This design comes from an exercise in tuning for small area and a short achievable clock period on the open sky130 flow, not from production work. In this exercise RTL edits were held to simulation tests only and were not proved equivalent to the original.

## flow/design.v (module list and top-level ports; edited modules follow where they fit)
// module CTE: 983 lines
// module CTE_fa: 5 lines
// module CTE_ha: 5 lines
module CTE ( clk, reset, op_mode, in_en, yuv_in, rgb_in, busy, out_valid, rgb_out, yuv_out);
  // ...
==> flow/flow/run.sh <==
#!/bin/bash
# Standard layout (the standard.sh: standard synthesis and ORFS flow), with the
# port buffers made from buf_2 instead of the default delay buffer.
set -euo pipefail
bash standard.sh "BUFFER_PORTS_ARGS=-buffer_cell sky130_fd_sc_hd__buf_2" finish > standard_flow.log 2>&1
==> flow/standard.sh <==
#!/bin/bash
# synth_recipe.tcl (not shown) runs the flow's synth.tcl, then flattens the netlist and writes it again
# the make line also repeats each setting of config.mk as NAME=value (left out here)
make -C /OpenROAD-flow-scripts/flow DESIGN_CONFIG=/design/flow/config.mk WORK_HOME=/design/flow/orfs CLKGATE_MAP_FILE= SYNTH_SCRIPT=/design/flow/synth_recipe.tcl "${@:-finish}"
==> flow/config.mk <==
export PLATFORM = sky130hd
export DESIGN_NAME = CTE
export DESIGN_NICKNAME = CTE
export VERILOG_FILES = /design/flow/design.v
export SDC_FILE = /design/flow/constraint.sdc
export NUM_CORES = 4
export LEC_CHECK = 0
export CAP_MARGIN = 20
export CORE_MARGIN = 2
export CORE_UTILIZATION = 40
export SLEW_MARGIN = 20
export SYNTH_HIERARCHICAL = 1
==> flow/constraint.sdc <==
create_clock -name core_clock -period 25.0 [get_ports {clk}]
set_input_delay 5.0000 -clock core_clock [delete_from_list [all_inputs] [get_ports {clk}]]
set_output_delay 5.0000 -clock core_clock [all_outputs]
set_load 0.01 [all_outputs]
==> results.cfg, run 1 <==
[setup_path]
timing.critical_path.arrival_ns = 9.15
crit-reg2reg-capture = np[15]
critical_path_buf_inv_count = 1
worst-endpoint-required_ns = 25.13
worst_r2r_path_depth = 20
setup.worst_path.end_class = register

[timing]
rsz_0062_raised_after_global_routing = no
timing.final.hold_violations = 0
finalSetupViolations = 0

[global_routing]
first_global_vias = 6059
grt_util_met1 = 0.2911
global_route_wire_length_before_repair_mm = 32.17
gr-max-usage-layer = met2

[cells_and_area]
largest_reg_flops = 24
clkbuf_count = 5
drive_gt1_frac = 0.1180
registers.top_by_ff_count = d
instances_no_fill = 1099
areaGrowthSynthToFinish_pct = 6.617
multiInputCombCellCount = 636
non_clock_inverter_count = 78

[detailed_routing]
wl_met1_mm = 8.800
route.detailed.drc = 0
dr_total_vias = 6016

[clocking]
cts_post_setup_buffers_inserted = 0
cts_buffers = 5
cts_tree = yes
cts.clk_slew.worst_paths_ns = 0.07
clock_path_buffers = 2
clk-insertion-delay-late_ns = 0.30

[placed_design]
finalWeightedCongestion = 0.9630

[synthesis]
yosys-mux-area-fraction = 0.001460
count_of_synthesis_stage_warnings_from_yosys = 7
synth-async-reset-ratio = 0.08696
synth-seq-cells = 46

[die]
core_region_area_um2 = 18830
floorplan.die_area_um2 = 20410

[min_path]
timing.hold.worst.start = valid_r

[outcome]
result_of_the_run = timing/DRC/antenna clean
==> run 2: changes to the inputs <==
--- a/flow/design.v
+++ b/flow/design.v
@@ -339,179 +339,179 @@
 wire ea_105 = su|sv|sz;
 wire ea_106 = sz;
 wire ea_107 = sz;
 wire ea_108 = su|sy|sz;
 wire ea_109 = su|sy|sz;
 wire ea_110 = su|sz;
 wire ea_111 = su|sz;
 wire ea_112, ea_113;
-CTE_ha ea_i114 (.a(ea_5), .b(ea_9), .s(ea_112), .co(ea_113));
+CTE_ha ea_i114 (.a(ea_28), .b(ea_101), .s(ea_112), .co(ea_113));
 wire ea_114, ea_115;
-CTE_fa ea_i116 (.a(ea_6), .b(ea_10), .c(ea_17), .s(ea_114), .co(ea_115));
+CTE_fa ea_i116 (.a(ea_29), .b(ea_102), .c(ea_6), .s(ea_114), .co(ea_115));
 wire ea_116, ea_117;
-CTE_fa ea_i118 (.a(ea_7), .b(ea_11), .c(ea_18), .s(ea_116), .co(ea_117));
+CTE_fa ea_i118 (.a(ea_30), .b(ea_40), .c(ea_75), .s(ea_116), .co(ea_117));
 wire ea_118, ea_119;
-CTE_ha ea_i120 (.a(ea_1), .b(ea_24), .s(ea_118), .co(ea_119));
+CTE_ha ea_i120 (.a(ea_24), .b(ea_44), .s(ea_118), .co(ea_119));
 wire ea_120, ea_121;
-CTE_fa ea_i122 (.a(ea_2), .b(ea_25), .c(ea_35), .s(ea_120), .co(ea_121));
+CTE_fa ea_i122 (.a(ea_25), .b(ea_45), .c(ea_62), .s(ea_120), .co(ea_121));
 wire ea_122, ea_123;
-CTE_ha ea_i124 (.a(ea_45), .b(ea_62), .s(ea_122), .co(ea_123));
+CTE_ha ea_i124 (.a(ea_76), .b(ea_99), .s(ea_122), .co(ea_123));
 wire ea_124, ea_125;
-CTE_fa ea_i126 (.a(ea_3), .b(ea_26), .c(ea_36), .s(ea_124), .co(ea_125));
+CTE_fa ea_i126 (.a(ea_26), .b(ea_46), .c(ea_63), .s(ea_124), .co(ea_125));
 wire ea_126, ea_127;
-CTE_ha ea_i128 (.a(ea_46), .b(ea_63), .s(ea_126), .co(ea_127));
+CTE_ha ea_i128 (.a(ea_77), .b(ea_3), .s(ea_126), .co(ea_127));
 wire ea_128, ea_129;
-CTE_fa ea_i130 (.a(ea_4), .b(ea_8), .c(ea_27), .s(ea_128), .co(ea_129));
+CTE_fa ea_i130 (.a(ea_27), .b(ea_47), .c(ea_64), .s(ea_128), .co(ea_129));
 wire ea_130, ea_131;
-CTE_fa ea_i132 (.a(ea_37), .b(ea_47), .c(ea_64), .s(ea_130), .co(ea_131));
+CTE_fa ea_i132 (.a(ea_100), .b(ea_4), .c(ea_8), .s(ea_130), .co(ea_131));
 wire ea_132, ea_133;
-CTE_ha ea_i134 (.a(ea_72), .b(ea_78), .s(ea_132), .co(ea_133));
+CTE_ha ea_i134 (.a(ea_37), .b(ea_72), .s(ea_132), .co(ea_133));
 wire ea_134, ea_135;
-CTE_fa ea_i136 (.a(ea_16), .b(ea_28), .c(ea_38), .s(ea_134), .co(ea_135));
+CTE_fa ea_i136 (.a(ea_112), .b(ea_5), .c(ea_9), .s(ea_134), .co(ea_135));
 wire ea_136, ea_137;
-CTE_fa ea_i138 (.a(ea_48), .b(ea_73), .c(ea_79), .s(ea_136), .co(ea_137));
+CTE_fa ea_i138 (.a(ea_16), .b(ea_38), .c(ea_48), .s(ea_136), .co(ea_137));
 wire ea_138, ea_139;
-CTE_fa ea_i140 (.a(ea_86), .b(ea_101), .c(ea_112), .s(ea_138), .co(ea_139));
+CTE_fa ea_i140 (.a(ea_73), .b(ea_79), .c(ea_86), .s(ea_138), .co(ea_139));
 wire ea_140, ea_141;
-CTE_fa ea_i142 (.a(ea_29), .b(ea_39), .c(ea_49), .s(ea_140), .co(ea_141));
+CTE_fa ea_i142 (.a(ea_113), .b(ea_10), .c(ea_17), .s(ea_140), .co(ea_141));
 wire ea_142, ea_143;
-CTE_fa ea_i144 (.a(ea_74), .b(ea_80), .c(ea_87), .s(ea_142), .co(ea_143));
+CTE_fa ea_i144 (.a(ea_39), .b(ea_49), .c(ea_74), .s(ea_142), .co(ea_143));
 wire ea_144, ea_145;
-CTE_fa ea_i146 (.a(ea_102), .b(ea_113), .c(ea_114), .s(ea_144), .co(ea_145));
+CTE_fa ea_i146 (.a(ea_80), .b(ea_87), .c(ea_114), .s(ea_144), .co(ea_145));
 wire ea_146, ea_147;
-CTE_fa ea_i148 (.a(ea_30), .b(ea_40), .c(ea_50), .s(ea_146), .co(ea_147));
+CTE_fa ea_i148 (.a(ea_103), .b(ea_116), .c(ea_7), .s(ea_146), .co(ea_147));
 wire ea_148, ea_149;
-CTE_fa ea_i150 (.a(ea_75), .b(ea_81), .c(ea_88), .s(ea_148), .co(ea_149));
+CTE_fa ea_i150 (.a(ea_11), .b(ea_18), .c(ea_50), .s(ea_148), .co(ea_149));
 wire ea_150, ea_151;
-CTE_fa ea_i152 (.a(ea_103), .b(ea_115), .c(ea_116), .s(ea_150), .co(ea_151));
+CTE_fa ea_i152 (.a(ea_81), .b(ea_88), .c(ea_115), .s(ea_150), .co(ea_151));
 wire ea_152, ea_153;
-CTE_fa ea_i154 (.a(ea_12), .b(ea_19), .c(ea_31), .s(ea_152), .co(ea_153));
+CTE_fa ea_i154 (.a(ea_31), .b(ea_41), .c(ea_104), .s(ea_152), .co(ea_153));
 wire ea_154, ea_155;
-CTE_fa ea_i156 (.a(ea_41), .b(ea_51), .c(ea_82), .s(ea_154), .co(ea_155));
+CTE_fa ea_i156 (.a(ea_117), .b(ea_12), .c(ea_19), .s(ea_154), .co(ea_155));
 wire ea_156, ea_157;
-CTE_fa ea_i158 (.a(ea_89), .b(ea_104), .c(ea_117), .s(ea_156), .co(ea_157));
+CTE_fa ea_i158 (.a(ea_51), .b(ea_82), .c(ea_89), .s(ea_156), .co(ea_157));
 wire ea_158, ea_159;
-CTE_fa ea_i160 (.a(ea_13), .b(ea_20), .c(ea_42), .s(ea_158), .co(ea_159));
+CTE_fa ea_i160 (.a(ea_42), .b(ea_105), .c(ea_13), .s(ea_158), .co(ea_159));
 wire ea_160, ea_161;
-CTE_fa ea_i162 (.a(ea_52), .b(ea_83), .c(ea_90), .s(ea_160), .co(ea_161));
+CTE_fa ea_i162 (.a(ea_20), .b(ea_52), .c(ea_83), .s(ea_160), .co(ea_161));
 wire ea_162, ea_163;
-CTE_fa ea_i164 (.a(ea_14), .b(ea_21), .c(ea_43), .s(ea_162), .co(ea_163));
+CTE_fa ea_i164 (.a(ea_43), .b(ea_106), .c(ea_14), .s(ea_162), .co(ea_163));
 wire ea_164, ea_165;
-CTE_ha ea_i166 (.a(ea_53), .b(ea_84), .s(ea_164), .co(ea_165));
+CTE_ha ea_i166 (.a(ea_21), .b(ea_53), .s(ea_164), .co(ea_165));
 wire ea_166, ea_167;
-CTE_fa ea_i168 (.a(ea_15), .b(ea_22), .c(ea_54), .s(ea_166), .co(ea_167));
+CTE_fa ea_i168 (.a(ea_107), .b(ea_15), .c(ea_22), .s(ea_166), .co(ea_167));
 wire ea_168, ea_169;
-CTE_ha ea_i170 (.a(ea_0), .b(ea_33), .s(ea_168), .co(ea_169));
+CTE_ha ea_i170 (.a(ea_60), .b(ea_97), .s(ea_168), .co(ea_169));
 wire ea_170, ea_171;
-CTE_fa ea_i172 (.a(ea_34), .b(ea_44), .c(ea_61), .s(ea_170), .co(ea_171));
+CTE_fa ea_i172 (.a(ea_61), .b(ea_98), .c(ea_118), .s(ea_170), .co(ea_171));
 wire ea_172, ea_173;
-CTE_ha ea_i174 (.a(ea_69), .b(ea_98), .s(ea_172), .co(ea_173));
+CTE_ha ea_i174 (.a(ea_1), .b(ea_34), .s(ea_172), .co(ea_173));
 wire ea_174, ea_175;
-CTE_fa ea_i176 (.a(ea_70), .b(ea_76), .c(ea_99), .s(ea_174), .co(ea_175));
+CTE_fa ea_i176 (.a(ea_119), .b(ea_120), .c(ea_122), .s(ea_174), .co(ea_175));
 wire ea_176, ea_177;
-CTE_fa ea_i178 (.a(ea_119), .b(ea_120), .c(ea_122), .s(ea_176), .co(ea_177));
+CTE_fa ea_i178 (.a(ea_2), .b(ea_35), .c(ea_70), .s(ea_176), .co(ea_177));
 wire ea_178, ea_179;
-CTE_fa ea_i180 (.a(ea_71), .b(ea_77), .c(ea_121), .s(ea_178), .co(ea_179));
+CTE_fa ea_i180 (.a(ea_121), .b(ea_123), .c(ea_124), .s(ea_178), .co(ea_179));
 wire ea_180, ea_181;
-CTE_fa ea_i182 (.a(ea_123), .b(ea_124), .c(ea_126), .s(ea_180), .co(ea_181));
+CTE_fa ea_i182 (.a(ea_36), .b(ea_71), .c(ea_126), .s(ea_180), .co(ea_181));
 wire ea_182, ea_183;
-CTE_fa ea_i184 (.a(ea_100), .b(ea_125), .c(ea_127), .s(ea_182), .co(ea_183));
+CTE_fa ea_i184 (.a(ea_125), .b(ea_128), .c(ea_78), .s(ea_182), .co(ea_183));
 wire ea_184, ea_185;
-CTE_fa ea_i186 (.a(ea_128), .b(ea_130), .c(ea_132), .s(ea_184), .co(ea_185));
+CTE_fa ea_i186 (.a(ea_127), .b(ea_130), .c(ea_132), .s(ea_184), .co(ea_185));
 wire ea_186, ea_187;
 CTE_fa ea_i188 (.a(ea_129), .b(ea_131), .c(ea_133), .s(ea_186), .co(ea_187));
 wire ea_188, ea_189;
 CTE_fa ea_i190 (.a(ea_134), .b(ea_136), .c(ea_138), .s(ea_188), .co(ea_189));
 wire ea_190, ea_191;
-CTE_fa ea_i192 (.a(ea_135), .b(ea_137), .c(ea_140), .s(ea_190), .co(ea_191));
+CTE_fa ea_i192 (.a(ea_135), .b(ea_137), .c(ea_139), .s(ea_190), .co(ea_191));
 wire ea_192, ea_193;
-CTE_fa ea_i194 (.a(ea_142), .b(ea_139), .c(ea_144), .s(ea_192), .co(ea_193));
+CTE_fa ea_i194 (.a(ea_140), .b(ea_142), .c(ea_144), .s(ea_192), .co(ea_193));
 wire ea_194, ea_195;
 CTE_fa ea_i196 (.a(ea_141), .b(ea_143), .c(ea_146), .s(ea_194), .co(ea_195));
 wire ea_196, ea_197;
 CTE_fa ea_i198 (.a(ea_148), .b(ea_145), .c(ea_150), .s(ea_196), .co(ea_197));
 wire ea_198, ea_199;
-CTE_fa ea_i200 (.a(ea_147), .b(ea_149), .c(ea_152), .s(ea_198), .co(ea_199));
+CTE_fa ea_i200 (.a(ea_152), .b(ea_147), .c(ea_149), .s(ea_198), .co(ea_199));
 wire ea_200, ea_201;
-CTE_fa ea_i202 (.a(ea_154), .b(ea_151), .c(ea_156), .s(ea_200), .co(ea_201));
+CTE_fa ea_i202 (.a(ea_154), .b(ea_156), .c(ea_151), .s(ea_200), .co(ea_201));
 wire ea_202, ea_203;
-CTE_fa ea_i204 (.a(ea_105), .b(ea_153), .c(ea_155), .s(ea_202), .co(ea_203));
+CTE_fa ea_i204 (.a(ea_153), .b(ea_90), .c(ea_155), .s(ea_202), .co(ea_203));
 wire ea_204, ea_205;
-CTE_fa ea_i206 (.a(ea_158), .b(ea_160), .c(ea_157), .s(ea_204), .co(ea_205));
+CTE_fa ea_i206 (.a(ea_157), .b(ea_158), .c(ea_160), .s(ea_204), .co(ea_205));
 wire ea_206, ea_207;
-CTE_fa ea_i208 (.a(ea_91), .b(ea_106), .c(ea_159), .s(ea_206), .co(ea_207));
+CTE_fa ea_i208 (.a(ea_84), .b(ea_91), .c(ea_159), .s(ea_206), .co(ea_207));
 wire ea_208, ea_209;
 CTE_fa ea_i210 (.a(ea_161), .b(ea_162), .c(ea_164), .s(ea_208), .co(ea_209));
 wire ea_210, ea_211;
-CTE_fa ea_i212 (.a(ea_85), .b(ea_92), .c(ea_107), .s(ea_210), .co(ea_211));
+CTE_fa ea_i212 (.a(ea_54), .b(ea_85), .c(ea_92), .s(ea_210), .co(ea_211));
 wire ea_212, ea_213;
 CTE_fa ea_i214 (.a(ea_163), .b(ea_165), .c(ea_166), .s(ea_212), .co(ea_213));
 wire ea_214, ea_215;
-CTE_fa ea_i216 (.a(ea_23), .b(ea_55), .c(ea_93), .s(ea_214), .co(ea_215));
+CTE_fa ea_i216 (.a(ea_108), .b(ea_23), .c(ea_55), .s(ea_214), .co(ea_215));
 wire ea_216, ea_217;
-CTE_ha ea_i218 (.a(ea_108), .b(ea_167), .s(ea_216), .co(ea_217));
+CTE_ha ea_i218 (.a(ea_93), .b(ea_167), .s(ea_216), .co(ea_217));
 wire ea_218, ea_219;
-CTE_ha ea_i220 (.a(ea_32), .b(ea_59), .s(ea_218), .co(ea_219));
+CTE_ha ea_i220 (.a(ea_59), .b(ea_96), .s(ea_218), .co(ea_219));
 wire ea_220, ea_221;
-CTE_fa ea_i222 (.a(ea_60), .b(ea_68), .c(ea_97), .s(ea_220), .co(ea_221));
+CTE_fa ea_i222 (.a(ea_168), .b(ea_0), .c(ea_33), .s(ea_220), .co(ea_221));
 wire ea_222, ea_223;
-CTE_fa ea_i224 (.a(ea_169), .b(ea_118), .c(ea_170), .s(ea_222), .co(ea_223));
+CTE_fa ea_i224 (.a(ea_169), .b(ea_170), .c(ea_69), .s(ea_222), .co(ea_223));
 wire ea_224, ea_225;
-CTE_fa ea_i226 (.a(ea_171), .b(ea_173), .c(ea_174), .s(ea_224), .co(ea_225));
+CTE_fa ea_i226 (.a(ea_171), .b(ea_174), .c(ea_173), .s(ea_224), .co(ea_225));
 wire ea_226, ea_227;
-CTE_fa ea_i228 (.a(ea_175), .b(ea_177), .c(ea_178), .s(ea_226), .co(ea_227));
+CTE_fa ea_i228 (.a(ea_175), .b(ea_178), .c(ea_177), .s(ea_226), .co(ea_227));
 wire ea_228, ea_229;
-CTE_fa ea_i230 (.a(ea_179), .b(ea_181), .c(ea_182), .s(ea_228), .co(ea_229));
+CTE_fa ea_i230 (.a(ea_179), .b(ea_182), .c(ea_181), .s(ea_228), .co(ea_229));
 wire ea_230, ea_231;
 CTE_fa ea_i232 (.a(ea_183), .b(ea_185), .c(ea_186), .s(ea_230), .co(ea_231));
 wire ea_232, ea_233;
-CTE_fa ea_i234 (.a(ea_187), .b(ea_190), .c(ea_189), .s(ea_232), .co(ea_233));
+CTE_fa ea_i234 (.a(ea_187), .b(ea_189), .c(ea_190), .s(ea_232), .co(ea_233));
 wire ea_234, ea_235;
 CTE_fa ea_i236 (.a(ea_191), .b(ea_194), .c(ea_193), .s(ea_234), .co(ea_235));
 wire ea_236, ea_237;
 CTE_fa ea_i238 (.a(ea_195), .b(ea_198), .c(ea_197), .s(ea_236), .co(ea_237));
 wire ea_238, ea_239;
-CTE_fa ea_i240 (.a(ea_199), .b(ea_202), .c(ea_201), .s(ea_238), .co(ea_239));
+CTE_fa ea_i240 (.a(ea_199), .b(ea_202), .c(ea_204), .s(ea_238), .co(ea_239));
 wire ea_240, ea_241;
-CTE_fa ea_i242 (.a(ea_203), .b(ea_206), .c(ea_208), .s(ea_240), .co(ea_241));
+CTE_fa ea_i242 (.a(ea_203), .b(ea_205), .c(ea_206), .s(ea_240), .co(ea_241));
 wire ea_242, ea_243;
 CTE_fa ea_i244 (.a(ea_210), .b(ea_207), .c(ea_209), .s(ea_242), .co(ea_243));
 wire ea_244, ea_245;
 CTE_fa ea_i246 (.a(ea_211), .b(ea_214), .c(ea_213), .s(ea_244), .co(ea_245));
 wire ea_246, ea_247;
 CTE_fa ea_i248 (.a(ea_56), .b(ea_109), .c(ea_215), .s(ea_246), .co(ea_247));
 wire ea_248, ea_249;
 CTE_ha ea_i250 (.a(ea_57), .b(ea_65), .s(ea_248), .co(ea_249));
 wire ea_250, ea_251;
 CTE_fa ea_i252 (.a(ea_58), .b(ea_66), .c(ea_95), .s(ea_250), .co(ea_251));
 wire ea_252, ea_253;
-CTE_fa ea_i254 (.a(ea_67), .b(ea_96), .c(ea_218), .s(ea_252), .co(ea_253));
+CTE_fa ea_i254 (.a(ea_218), .b(ea_32), .c(ea_67), .s(ea_252), .co(ea_253));
 wire ea_254, ea_255;
-CTE_fa ea_i256 (.a(ea_219), .b(ea_168), .c(ea_220), .s(ea_254), .co(ea_255));
+CTE_fa ea_i256 (.a(ea_219), .b(ea_68), .c(ea_220), .s(ea_254), .co(ea_255));
 wire ea_256, ea_257;
 CTE_fa ea_i258 (.a(ea_221), .b(ea_172), .c(ea_222), .s(ea_256), .co(ea_257));
 wire ea_258, ea_259;
 CTE_fa ea_i260 (.a(ea_223), .b(ea_176), .c(ea_224), .s(ea_258), .co(ea_259));
 wire ea_260, ea_261;
 CTE_fa ea_i262 (.a(ea_225), .b(ea_180), .c(ea_226), .s(ea_260), .co(ea_261));
 wire ea_262, ea_263;
-CTE_fa ea_i264 (.a(ea_184), .b(ea_227), .c(ea_228), .s(ea_262), .co(ea_263));
+CTE_fa ea_i264 (.a(ea_227), .b(ea_184), .c(ea_228), .s(ea_262), .co(ea_263));
 wire ea_264, ea_265;
-CTE_fa ea_i266 (.a(ea_229), .b(ea_188), .c(ea_230), .s(ea_264), .co(ea_265));
+CTE_fa ea_i266 (.a(ea_188), .b(ea_229), .c(ea_230), .s(ea_264), .co(ea_265));
 wire ea_266, ea_267;
 CTE_fa ea_i268 (.a(ea_231), .b(ea_192), .c(ea_232), .s(ea_266), .co(ea_267));
 wire ea_268, ea_269;
-CTE_fa ea_i270 (.a(ea_196), .b(ea_233), .c(ea_234), .s(ea_268), .co(ea_269));
+CTE_fa ea_i270 (.a(ea_233), .b(ea_196), .c(ea_234), .s(ea_268), .co(ea_269));
 wire ea_270, ea_271;
 CTE_fa ea_i272 (.a(ea_200), .b(ea_235), .c(ea_236), .s(ea_270), .co(ea_271));
 wire ea_272, ea_273;
-CTE_fa ea_i274 (.a(ea_204), .b(ea_237), .c(ea_238), .s(ea_272), .co(ea_273));
+CTE_fa ea_i274 (.a(ea_201), .b(ea_238), .c(ea_237), .s(ea_272), .co(ea_273));
 wire ea_274, ea_275;
-CTE_fa ea_i276 (.a(ea_205), .b(ea_240), .c(ea_239), .s(ea_274), .co(ea_275));
+CTE_fa ea_i276 (.a(ea_208), .b(ea_239), .c(ea_240), .s(ea_274), .co(ea_275));
 wire ea_276, ea_277;
 CTE_fa ea_i278 (.a(ea_212), .b(ea_241), .c(ea_242), .s(ea_276), .co(ea_277));
 wire ea_278, ea_279;
 CTE_fa ea_i280 (.a(ea_216), .b(ea_243), .c(ea_244), .s(ea_278), .co(ea_279));
 wire ea_280, ea_281;
 CTE_fa ea_i282 (.a(ea_217), .b(ea_246), .c(ea_245), .s(ea_280), .co(ea_281));
 wire ea_282, ea_283;
 CTE_ha ea_i284 (.a(ea_110), .b(ea_247), .s(ea_282), .co(ea_283));
@@ -760,25 +760,25 @@
 CTE_fa eb_i39 (.a(eb_14), .b(eb_15), .c(eb_n454), .s(eb_37), .co(eb_38));
 wire eb_39, eb_40;
 CTE_fa eb_i41 (.a(eb_16), .b(eb_17), .c(eb_n455), .s(eb_39), .co(eb_40));
 wire eb_41, eb_42;
 CTE_fa eb_i43 (.a(eb_18), .b(eb_n456), .c(eb_19), .s(eb_41), .co(eb_42));
 wire eb_43, eb_44;
 CTE_fa eb_i45 (.a(eb_20), .b(eb_n457), .c(eb_21), .s(eb_43), .co(eb_44));
 wire eb_45, eb_46;
-CTE_fa eb_i47 (.a(eb_22), .b(eb_n458), .c(eb_23), .s(eb_45), .co(eb_46));
+CTE_fa eb_i47 (.a(eb_22), .b(eb_23), .c(eb_n458), .s(eb_45), .co(eb_46));
 wire eb_47, eb_48;
-CTE_fa eb_i49 (.a(eb_24), .b(eb_25), .c(eb_n459), .s(eb_47), .co(eb_48));
+CTE_fa eb_i49 (.a(eb_24), .b(eb_n459), .c(eb_25), .s(eb_47), .co(eb_48));
 wire eb_49, eb_50;
 CTE_fa eb_i51 (.a(eb_26), .b(eb_n460), .c(eb_27), .s(eb_49), .co(eb_50));
 wire eb_51, eb_52;
 CTE_fa eb_i53 (.a(eb_28), .b(eb_n461), .c(eb_29), .s(eb_51), .co(eb_52));
 wire eb_53, eb_54;
-CTE_fa eb_i55 (.a(eb_n462), .b(eb_30), .c(eb_31), .s(eb_53), .co(eb_54));
+CTE_fa eb_i55 (.a(eb_30), .b(eb_n462), .c(eb_31), .s(eb_53), .co(eb_54));
 wire eb_55, eb_56;
 CTE_fa eb_i57 (.a(eb_n461), .b(eb_n463), .c(eb_32), .s(eb_55), .co(eb_56));
 wire eb_57 = ~(eb_n462 ^ eb_n464);
 wire eb_58 = eb_n462 | eb_n464;
 wire eb_59 = ~(eb_n463 ^ eb_n465);
 wire eb_60 = eb_n463 | eb_n465;
 wire eb_61 = ~(eb_n464 ^ eb_n466);
 wire eb_62 = eb_n464 | eb_n466;
==> results.cfg, run 2 <==
[die]
initial_utilization = 0.4097
num_io_pins = 70
core_region_area_um2 = 18830
placementRows = 50
floorplan.die_area_um2 = 20410
die-height_um = 142.9
die_w_um = 142.9

[synthesis]
synth-seq-cells = 46
netlist.top_cell.by_area = fa_1
post_synth_main_area_contributors = fa_1 (28%), edfxtp_1 (16%), ha_1 (14%)
post-synth-top-area-fraction = 0.2828
synth-async-reset-ratio = 0.08696
synthMostInstantiatedCell = fa_1
count_of_synthesis_stage_warnings_from_yosys = 7
synth_cells = 813
netlist_area_um2 = 7715
synth_ff_type = edfxtp_1
synth_fp_nets = 1042
synth_enable_flop_cells = 42
syn_avg_cell_area_um2 = 9.489
synth_cell_type_count = 60
seq_area_frac_synth = 0.1765
synth_top_cells_by_count = fa_1 (109), nand2_1 (94), ha_1 (84), inv_1 (76), nor2_1 (67)

[global_routing]
first_global_vias = 6065
globalRouteTotalUtil = 0.2023
global_route_wire_length_before_repair_mm = 31.46
grt_remaining_overflow = 0
grt_start_max_net_pins = 40
grt_antenna_before_repair = 0

[timing]
timing.final.crit_share = 0.3561
finalMaxSlewViolations = 0
worst_pin_slew_ns = 1.001
max_clock_skew_ns = 0.004059
final.min_clock_period_ns = 8.901
setup_ws_ns = 16.10
whs_ns = 0.6081
timing.final.hold_violations = 0
finalSetupViolations = 0
achievable-frequency_mhz = 112.3
max_slew_margin = 0.3318
finalSetupTns_ns = 0
rsz_0062_raised_after_global_routing = no

[clocking]
cts_hold_buf = 0
clock_sink_count = 46
clk-insertion-delay-late_ns = 0.30
cts.clk_slew.worst_paths_ns = 0.07
cts_post_setup_buffers_inserted = 0
htreeDepth = 2
clock_tree.root_cell = clkbuf_16
clock_path_buffers = 2
cts_buffers = 5
post_cts_resize_count = 0
cts_tree = yes

[detailed_routing]
via_per_inst = 5.394
drtIter0Drc = 452
detail_route.wl_per_cell_um = 17.67
postRouteAntennaNets = 0
route.detailed.drc = 0
dr.pass1.iters = 6
dr_total_vias = 5933
routed_wl_mm = 19.43

[setup_path]
critPathKind = in2reg
crit_end = np[15]
worst-endpoint-required_ns = 25.13
worst_r2r_start = cnt[0]
startpoint_type = primary input
worstPathMaxFanout = 4
timing.critical_path.from = rgb_in[22]
ff2ff_setup_slack_ns = 18.17
worst_r2r_path_depth = 20
crit-reg2reg-capture = np[15]
setup.worst_path.end_class = register
timing.critical_path.arrival_ns = 9.03

[min_path]
timing.hold.worst.class = reg2reg

[cells_and_area]
multi_input_comb_area_um2 = 5736
ff_latch_area_um2 = 1361
largest_reg_flops = 24
nNetsFinal = 1068
fillerInstances = 1827
registers.top_by_ff_count = d
areaGrowthSynthToFinish_pct = 6.925
most_frequent_cells_in_the_layout = fa_1 (109), nand2_1 (94), ha_1 (84)
most_common_cell_after_layout_fill_and_taps_aside = fa_1
drive_gt1_frac = 0.1179
reg.largest.list = d x24, np x18, cnt x2
antenna_cells = 0
instances_no_fill = 1100

[placed_design]
io_buffer_count = 69
place.detailed.hpwl_mm = 16.26
finalWeightedCongestion = 0.9640
preCtsSetupSlack_ns = 15.83
placed_instance_count = 1092

[job]
maxCapViolCount = 0

[outcome]
result_of_the_run = timing/DRC/antenna clean
## run 2: worst min-delay path by stage
stage,from,end,cells after the start
2_1_floorplan,cnt[0],cnt[0],1
3_3_place_gp,valid_r,valid_r,2
3_5_place_dp,valid_r,valid_r,2
4_1_cts,valid_r,valid_r,2
5_1_grt,valid_r,valid_r,2
6_report,valid_r,valid_r,2
## run 2: logic make-up (layout without fill, tap and decap cells)
group	Yosys count	after routing	share of synthesized area
flops	46	46	0.1765
buf+inv	131	158	0.08012
simple gates	225	225	0.1301
compound gates	185	185	0.1565
mux	1	1	0.001460
fa+ha+maj	193	193	0.4191
xor+xnor	32	32	0.03633
## run 2: area by class of cell
| class | instances | share of cell area |
|---|---|---|
| clock inverters | 2 | 0.004550 |
| flip-flops and latches | 46 | 0.1650 |
| multi-input cells | 636 | 0.6953 |
| well taps | 260 | 0.03944 |
| repair buffers | 72 | 0.04459 |
| inverters | 78 | 0.03549 |
| clock buffers | 6 | 0.01562 |
## run 2: per-stage QoR
| stage | utilization | area, um2 |
|---|---|---|
| global route | 0.4381 | 8249 |
| floorplan | - | 7715 |
| finish | 0.4381 | 8249 |
| global placement | 0.4292 | 8083 |
| CTS | 0.4381 | 8249 |
| detailed placement | 0.4292 | 8083 |
## run 2: routing by layer
layer  share of wire  routed length, um  track usage  up-vias
met1            0.43               8443       0.2661     2815
met3           0.072               1406      0.03856       52
li1                -                  -            -     2808
met4           0.038                747      0.07712        0
met2            0.45               8836       0.3320      258
met5               0                  0            0        -
## run 2: critical path: stages
cell and delay [ns]:
buf_2 0.12, nand2_1 0.07, o21ai_0 0.11, fa_1 0.57
fa_1 0.44, fa_1 0.39, fa_1 0.51, fa_1 0.41
ha_1 0.36, nand2_1 0.08, nor2_1 0.22, a221o_1 0.24
a31oi_4 0.06, a2111o_1 0.39, o311ai_2 0.07
## run 2: modules after synthesis, one instance, submodules excluded
module  area, um2  cells
CTE_ha      12.51      1
CTE_fa      20.02      1
CTE          5358    687
==> run 3: changes to the inputs <==
==> flow/flow/run.sh (replaced) <==
#!/bin/bash
# Standard layout (the standard.sh: standard synthesis and ORFS flow), with the
# port buffers made from buf_1 instead of the default delay buffer, and timing repair aiming 16.25 ns above zero slack.
set -euo pipefail
bash standard.sh "BUFFER_PORTS_ARGS=-buffer_cell sky130_fd_sc_hd__buf_1" "SETUP_SLACK_MARGIN=16.25" finish > standard_flow.log 2>&1
==> results.cfg, run 3 <==
[setup_path]
setup.worst_path.end_class = register
critical_path.slowest_cell = fa_1
worst-endpoint-required_ns = 25.13
worst_r2r_path_depth = 20
timing.critical_path.from = rgb_in[14]
crit_path_cell_trace = buf_1 -> nor2_1 -> a21oi_2 -> o211ai_1 -> fa_2 -> fa_1 -> fa_1 -> fa_1 -> ha_4 -> inv_2 -> o21bai_1 -> a221o_1 -> a31oi_4 -> a21oi_4 -> o311ai_2
critPathKind = in2reg
ff2ff_setup_slack_ns = 18.23
startpoint_type = primary input
timing.critical_path.arrival_ns = 8.94
worstPathMaxFanout = 4
crit-reg2reg-capture = np[15]
max_stage_delay_ns = 0.57
critPathMostFrequentCell = fa_1
worst_r2r_start = cnt[0]

[detailed_routing]
route.detailed.drc = 0
detail_route.wl_per_cell_um = 17.85
dr.pass1.iters = 6
dr_total_vias = 6115
routed_wl_mm = 20.04
postRouteAntennaNets = 0
drtIter0Drc = 613
via_per_inst = 5.445

[synthesis]
synth_ff_type = edfxtp_1
syn_avg_cell_area_um2 = 9.489
count_of_synthesis_stage_warnings_from_yosys = 7
post-synth-top-area-fraction = 0.2828
synth-async-reset-ratio = 0.08696
synth-seq-cells = 46
seq_area_frac_synth = 0.1765
synth_cells = 813
synth_fp_nets = 1042
netlist_area_um2 = 7715
synth_cell_type_count = 60
post_synth_main_area_contributors = fa_1 (28%), edfxtp_1 (16%), ha_1 (14%)
netlist.top_cell.by_area = fa_1
synthMostInstantiatedCell = fa_1
synth_enable_flop_cells = 42
synth_top_cells_by_count = fa_1 (109), nand2_1 (94), ha_1 (84), inv_1 (76), nor2_1 (67)

[clocking]
htreeDepth = 2
cts_buffers = 5
cts_hold_buf = 0
cts.clk_slew.worst_paths_ns = 0.08
clock_sink_count = 46
clk-insertion-delay-late_ns = 0.31
cts_tree = yes
clock_path_buffers = 2
clock_tree.root_cell = clkbuf_16

[cells_and_area]
drive_gt1_frac = 0.1043
areaGrowthSynthToFinish_pct = 10.09
registers.top_by_ff_count = d
multi_input_comb_area_um2 = 5894
ff_latch_area_um2 = 1361
fillerInstances = 1806
reg.largest.list = d x24, np x18, cnt x2
nNetsFinal = 1091
layout.cell_area.non_filler_um2 = 8493
antenna_cells = 0
most_common_cell_after_layout_fill_and_taps_aside = fa_1
largest_reg_flops = 24
most_frequent_cells_in_the_layout = fa_1 (105), nand2_1 (92), ha_1 (80)

[timing]
finalSetupViolations = 0
max_clock_skew_ns = 0.01784
finalMaxSlewViolations = 0
timing.final.crit_share = 0.3526
worst_pin_slew_ns = 1.230
final.min_clock_period_ns = 8.816
rsz_0062_raised_after_global_routing = yes
max_slew_margin = 0.1784
finalSetupTns_ns = 0
timing.final.hold_violations = 0
achievable-frequency_mhz = 113.4

[global_routing]
globalRouteTotalUtil = 0.2042
use_met2 = 0.3363
groute.layer.met3.usage = 0.03655
gr-max-usage-layer = met2
grt_remaining_overflow = 0
grt_util_met1 = 0.2753
global_route_wire_length_before_repair_mm = 32.20
grt_antenna_before_repair = 0
grt_start_max_net_pins = 40
first_global_vias = 6136

[die]
core_region_area_um2 = 18830
placementRows = 50
die-height_um = 142.9
die_w_um = 142.9
floorplan.die_area_um2 = 20410
num_io_pins = 70
initial_utilization = 0.4097

[min_path]
timing.hold.worst.class = reg2reg
timing.hold.worst.start = cnt[0]
worst_hold_path.num_cells = 1
worst_min_delay_path_endpoint = cnt[0]

[placed_design]
placed_cell_area_um2 = 8014
io_buffer_count = 69
place.detailed.hpwl_mm = 16.49
finalWeightedCongestion = 0.9417

[outcome]
result_of_the_run = timing/DRC/antenna clean

[job]
maxCapViolCount = 0
[run 3: cell counts after synthesis]
No cell type changed its count.
[run 3: final cells by class]
| type | count | share of cell area |
|---|---|---|
| repair buffers | 95 | 0.05569 |
| inverters | 78 | 0.03447 |
| multi-input cells | 636 | 0.6940 |
| clock buffers | 5 | 0.01473 |
| well taps | 260 | 0.03830 |
| flip-flops and latches | 46 | 0.1603 |
| clock inverters | 3 | 0.002504 |
[run 3: Yosys stat by module (local to each module, per instance)]
module	copies in the design	cells inside	cell area, um2	flip-flops and latches
CTE	1	687	5358	46
CTE_fa	104	1	20.02	0
CTE_ha	22	1	12.51	0
[run 3: worst max path at each step]
stage / endpoint / slack (ns) / cells after the start
3_3_place_gp: np[15] / 15.86 / 15
4_1_cts: np[15] / 16.23 / 14
2_1_floorplan: np[15] / 16.26 / 14
6_report: np[15] / 16.18 / 15
5_1_grt: np[15] / 16.10 / 15
3_5_place_dp: np[15] / 15.84 / 15
[run 3: logic make-up after synthesis]
group | after synthesis | share of synthesized area
buf+inv | 131 | 0.08012
fa+ha+maj | 193 | 0.4191
flops | 46 | 0.1765
simple gates | 225 | 0.1301
mux | 1 | 0.001460
compound gates | 185 | 0.1565
xor+xnor | 32 | 0.03633
[run 3: metrics by stage]
step	hold WS (ns)	setup WS (ns)	util	instances
4_1_cts	0.6117	16.23	0.4357	1105
3_5_place_dp	0.6011	15.84	0.4256	1092
6_report	0.6055	16.18	0.4510	1123
2_1_floorplan	0.5329	16.26	-	813
5_1_grt	0.6482	16.10	0.4510	1123
3_3_place_gp	0.5942	15.86	0.4256	1092
[run 3: critical path, delay by kind of cell]
kind | cells | cell delay (ns)
compound gates | 7 | 1.48
buf+inv | 2 | 0.19
simple gates | 1 | 0.08
fa+ha+maj | 5 | 2.20
[run 3: timing repair]
action / in CTS / in global routing
setup buffers: 5 / 18
hold endpoints to repair: 0 / 0
pin swaps: 1 / 15
gates resized for setup: 5 / 47
setup endpoints to repair: 7 / 20
[run 3: per-layer routing]
layer	part of all wire	wire, um
met5	0	0
met4	0.029	591
met3	0.072	1446
met2	0.46	9246
met1	0.44	8758
==> run 4: changes to the inputs <==
==> flow/flow/run.sh (replaced) <==
#!/bin/bash
# Standard layout (the standard.sh: standard synthesis and ORFS flow), with the
# port buffers made from buf_1 instead of the default delay buffer.
set -euo pipefail
bash standard.sh "BUFFER_PORTS_ARGS=-buffer_cell sky130_fd_sc_hd__buf_1" finish > standard_flow.log 2>&1
==> results.cfg, run 4 <==
[outcome]
result_of_the_run = timing/DRC/antenna clean

[timing]
max_clock_skew_ns = 0.009613
achievable-frequency_mhz = 112.3
final.min_clock_period_ns = 8.908
timing.final.crit_share = 0.3563
finalSetupViolations = 0
worst_pin_slew_ns = 1.006
finalSetupTns_ns = 0
timing.final.hold_violations = 0
rsz_0062_raised_after_global_routing = no
max_slew_margin = 0.3285
finalMaxSlewViolations = 0

[cells_and_area]
nNetsFinal = 1069
instances_no_fill = 1101
post-route-util = 0.4324
layout.cell_area.non_filler_um2 = 8142
largest_reg_flops = 24
antenna_cells = 0
registers.top_by_ff_count = d
most_common_cell_after_layout_fill_and_taps_aside = fa_1
reg.largest.list = d x24, np x18, cnt x2
drive_gt1_frac = 0.03567
areaGrowthSynthToFinish_pct = 5.530
fillerInstances = 1897
most_frequent_cells_in_the_layout = fa_1 (109), nand2_1 (94), ha_1 (84)

[clocking]
clock_tree.root_cell = clkbuf_16
clock_sink_count = 46
post_cts_resize_count = 0
clk-insertion-delay-late_ns = 0.30
cts.clk_slew.worst_paths_ns = 0.07
cts_hold_buf = 0
htreeDepth = 2
cts_tree = yes
cts_post_setup_buffers_inserted = 0
clock_path_buffers = 2
cts_buffers = 5

[global_routing]
grt_start_max_net_pins = 40
globalRouteTotalUtil = 0.2028
global_route_wire_length_before_repair_mm = 31.83
grt_remaining_overflow = 0
grt_antenna_before_repair = 0
first_global_vias = 6141

[synthesis]
synth-async-reset-ratio = 0.08696
netlist.top_cell.by_area = fa_1
synth_ff_type = edfxtp_1
post-synth-top-area-fraction = 0.2828
seq_area_frac_synth = 0.1765
synth_fp_nets = 1042
post_synth_main_area_contributors = fa_1 (28%), edfxtp_1 (16%), ha_1 (14%)
synthAdderAreaFrac = 0.4191
count_of_synthesis_stage_warnings_from_yosys = 7
netlist_area_um2 = 7715
main_combinational_cell_family_by_area_after_synthesis = adder cells
synth_cells = 813
synth-seq-cells = 46
yosys.area_share.xor_xnor = 0.03633
syn_avg_cell_area_um2 = 9.489
synth_enable_flop_cells = 42
yosys-mux-area-fraction = 0.001460
synth_top_cells_by_count = fa_1 (109), nand2_1 (94), ha_1 (84), inv_1 (76), nor2_1 (67)
synthMostInstantiatedCell = fa_1
synth_simple_gate_area_frac = 0.1301
synth_compound_gate_area_share = 0.1565
synth_cell_type_count = 60

[placed_design]
io_buffer_count = 69
finalWeightedCongestion = 0.9494
placed_instance_count = 1093
place.detailed.hpwl_mm = 16.41
placed_cell_area_um2 = 8004

[setup_path]
startpoint_type = primary input
critPathKind = in2reg
worst-endpoint-required_ns = 25.12
worstPathMaxFanout = 5
timing.critical_path.arrival_ns = 9.03
setup.worst_path.end_class = register

[detailed_routing]
routed_wl_mm = 19.41
dr.pass1.iters = 6
dr_total_vias = 5963
detail_route.wl_per_cell_um = 17.63
drtIter0Drc = 354
via_per_inst = 5.416
postRouteAntennaNets = 0
route.detailed.drc = 0

[die]
die_w_um = 142.9
num_io_pins = 70
core_region_area_um2 = 18830
die-height_um = 142.9
floorplan.die_area_um2 = 20410
initial_utilization = 0.4097
placementRows = 50

[job]
maxCapViolCount = 0

[min_path]
timing.hold.worst.class = reg2reg
## run 4: cell counts after synthesis
No cell type changed its count.
## run 4: final timing paths
check | from | endpoint | slack [ns] | depth (start not counted)
max in group asynchronous | reset | busy_r | 20.32 | 2
max | rgb_in[14] | np[15] | 16.09 | 15
min | valid_r | valid_r | 0.62 | 2
min reg2reg | valid_r | valid_r | 0.62 | 2
min in group asynchronous | reset | valid_r | 4.54 | 2
max reg2reg | cnt[0] | np[15] | 18.22 | 20
## run 4: metrics by stage
step	setup slack, ns	hold WS [ns]
after floorplan	16.16	0.5329
after global placement	15.86	0.6003
after detailed placement	15.81	0.6167
after CTS	16.11	0.6279
after global routing	15.85	0.6760
final	16.09	0.6191
## run 4: final cells by class
type | count | area, um2 | area share
Multi-Input combinational cell | 636 | 5736 | 0.7045
Sequential cell | 46 | 1361 | 0.1672
Tap cell | 260 | 325.3 | 0.03996
Inverter | 78 | 292.8 | 0.03596
Timing Repair Buffer | 73 | 289.0 | 0.03550
Clock buffer | 6 | 128.9 | 0.01583
Clock inverter | 2 | 8.758 | 0.001076
## run 4: per-module statistics from Yosys, one instance, submodules excluded
module	cell area, um2	copies in the design
CTE	5358	1
CTE_fa	20.02	104
CTE_ha	12.51	22
## run 4: cells by family after synthesis
logic type	count (synthesis)
and+or+nand+nor	225
buffers and inverters	131
AOI/OAI and AO/OA	185
muxes	1
xor gates and xnor gates	32
adders and majority gates	193
DFF	46
## run 4: per-layer routing
metal	global-route usage	vias up	share of wire
met4	0.06253	0	0.031
met1	0.2660	2875	0.44
met3	0.03924	44	0.062
met5	0	-	0
met2	0.3406	229	0.46
li1	-	2815	-
## run 4: worst max-delay path, cell delays in order
cell and delay [ns]:
buf_1 0.10, nor2_1 0.06, a21oi_1 0.29, o211ai_1 0.21, fa_1 0.51, fa_1 0.42, fa_1 0.54, fa_1 0.41
ha_1 0.35, inv_1 0.11, o21bai_1 0.07, a221o_1 0.38, a31oi_4 0.22, a21oi_2 0.11, o311ai_2 0.26
==> run 5: changes to the inputs <==
--- a/flow/config.mk
+++ b/flow/config.mk
@@ -10,2 +10,3 @@
 export CORE_UTILIZATION = 40
+export CTS_BUF_LIST = sky130_fd_sc_hd__clkbuf_8
 export SLEW_MARGIN = 20
==> results.cfg, run 5 <==
[timing]
timing.final.hold_violations = 0
worst_pin_slew_ns = 0.9879
setup_ws_ns = 16.12
rsz_0062_raised_after_global_routing = no
achievable-frequency_mhz = 112.6
max_clock_skew_ns = 0.01335
finalSetupTns_ns = 0
whs_ns = 0.6222
final.min_clock_period_ns = 8.879
finalMaxSlewViolations = 0
finalSetupViolations = 0
timing.final.crit_share = 0.3552
max_slew_margin = 0.3407

[clocking]
clock_path_buffers = 2
clock_sink_count = 46
clock_tree.root_cell = clkbuf_8
cts_tree = yes
clk-insertion-delay-late_ns = 0.33
cts_hold_buf = 0
cts.clk_slew.worst_paths_ns = 0.09
cts_post_setup_buffers_inserted = 0
post_cts_resize_count = 0
htreeDepth = 2
cts_buffers = 5

[die]
floorplan.die_area_um2 = 20410
die_w_um = 142.9
die-height_um = 142.9
initial_utilization = 0.4097
core_region_area_um2 = 18830
placementRows = 50
num_io_pins = 70

[synthesis]
synth_cell_type_count = 60
synth_enable_flop_cells = 42
netlist.top_cell.by_area = fa_1
synthMostInstantiatedCell = fa_1
synth_ff_type = edfxtp_1
synth_fp_nets = 1042
post_synth_main_area_contributors = fa_1 (28%), edfxtp_1 (16%), ha_1 (14%)
post-synth-top-area-fraction = 0.2828
synth-async-reset-ratio = 0.08696
count_of_synthesis_stage_warnings_from_yosys = 7
synth_cells = 813
seq_area_frac_synth = 0.1765
synth_top_cells_by_count = fa_1 (109), nand2_1 (94), ha_1 (84), inv_1 (76), nor2_1 (67)
syn_avg_cell_area_um2 = 9.489
netlist_area_um2 = 7715
synth-seq-cells = 46

[global_routing]
grt_remaining_overflow = 0
globalRouteTotalUtil = 0.2025
first_global_vias = 6141
global_route_wire_length_before_repair_mm = 31.79
grt_start_max_net_pins = 40
grt_antenna_before_repair = 0

[detailed_routing]
routed_wl_mm = 19.45
dr_total_vias = 5966
detail_route.wl_per_cell_um = 17.66
route.detailed.drc = 0
postRouteAntennaNets = 0
via_per_inst = 5.419
dr.pass1.iters = 5
drtIter0Drc = 455

[setup_path]
worstPathMaxFanout = 4
startpoint_type = primary input
critPathKind = in2reg
setup.worst_path.end_class = register
worst-endpoint-required_ns = 25.16
timing.critical_path.arrival_ns = 9.03

[cells_and_area]
areaGrowthSynthToFinish_pct = 4.800
largest_reg_flops = 24
layout.cell_area.non_filler_um2 = 8085
registers.top_by_ff_count = d
reg.largest.list = d x24, np x18, cnt x2
antenna_cells = 0
drive_gt1_frac = 0.03567
nNetsFinal = 1069
most_common_cell_after_layout_fill_and_taps_aside = fa_1
most_frequent_cells_in_the_layout = fa_1 (109), nand2_1 (94), ha_1 (84)

[placed_design]
placed_cell_area_um2 = 8004
io_buffer_count = 69
place.detailed.hpwl_mm = 16.41
finalWeightedCongestion = 0.9494
preCtsSetupSlack_ns = 15.81

[job]
maxCapViolCount = 0

[outcome]
result_of_the_run = timing/DRC/antenna clean

[min_path]
timing.hold.worst.class = reg2reg
-- run 5: per-module statistics from Yosys (local to each module, per instance) --
module	cells inside	area (um2)	times used	flops+latches
CTE_fa	1	20.02	104	0
CTE_ha	1	12.51	22	0
CTE	687	5358	1	46
-- run 5: through the flow --
| step | cells | utilization |
|---|---|---|
| after floorplan | 813 | - |
| after global placement | 1093 | 0.4251 |
| after detailed placement | 1093 | 0.4251 |
| after CTS | 1101 | 0.4294 |
| after global routing | 1101 | 0.4294 |
| final | 1101 | 0.4294 |
-- run 5: layout make-up --
| type | count | area (um2) |
|---|---|---|
| Clock buffer | 5 | 68.82 |
| Clock inverter | 3 | 12.51 |
| Fill cell | 1900 | 10750 |
| Inverter | 78 | 292.8 |
| Multi-Input combinational cell | 636 | 5736 |
| Sequential cell | 46 | 1361 |
| Tap cell | 260 | 325.3 |
| Timing Repair Buffer | 73 | 289.0 |
-- run 5: path summary, 6_finish.rpt --
kind,slack [ns],cells after the start,to,from
setup / recovery,16.12,15,np[15],rgb_in[22]
hold / removal,0.62,2,valid_r,valid_r
setup reg to reg,18.21,20,np[15],cnt[0]
hold reg to reg,0.62,2,valid_r,valid_r
max in group asynchronous,20.35,2,busy_r,reset
min in group asynchronous,4.50,2,valid_r,reset
-- run 5: critical path, cell delays in order --
cell and delay, ns:
buf_1 0.11, nand2_1 0.08, o21ai_0 0.11, fa_1 0.57, fa_1 0.44, fa_1 0.41, fa_1 0.51, fa_1 0.41
ha_1 0.35, nand2_1 0.06, nor2_1 0.21, a221o_1 0.24, a31oi_4 0.06, a2111o_1 0.40, o311ai_2 0.07
-- run 5: per-layer routing --
metal / share of wire / track usage / vias up
met4: 0.024 / 0.05836 / 0
li1: - / - / 2815
met1: 0.43 / 0.2657 / 2870
met5: 0 / 0 / -
met2: 0.47 / 0.3431 / 250
met3: 0.074 / 0.03722 / 31
-- run 5: cell families after synthesis --
family	after synthesis	share of synthesized area
xor+xnor	32	0.03633
fa+ha+maj	193	0.4191
flops	46	0.1765
buf+inv	131	0.08012
simple gates	225	0.1301
mux	1	0.001460
compound gates	185	0.1565

-- port drivers added, routing unchanged --
The flow's constraints put no driver on any port. The routed layouts listed below were extracted and timed again, unchanged, in two steps.
Step 1, drivers: a clkbuf_16 drives clk and a buf_2 each remaining input, both assumed.
Step 2 times the ports against the registers' clock, not the clock port: input delays grow and output delays shrink by t, the midpoint of the rising clock arrivals with the driver on.
Three values: ideal, step 1, step 2; two values: the first two.
| run | t (ns) | setup slack, ns | pins driven straight from the clock port |
|---|---|---|---|
| run 1 | 0.335 | 15.976 / 15.994 / 15.659 | 1 |
| run 2 | 0.337 | 16.099 / 16.104 / 15.782 | 1 |
| run 3 | 0.337 | 16.184 / 16.203 / 15.866 | 1 |
| run 4 | 0.336 | 16.092 / 16.109 / 15.773 | 1 |
| run 5 | 0.358 | 16.121 / 16.087 / 15.778 | 1 |
After both steps every run listed still meets setup and hold. The setup slack of run 5, which loses most, moves by -0.034 ns with the drivers and by -0.343 ns with both steps.
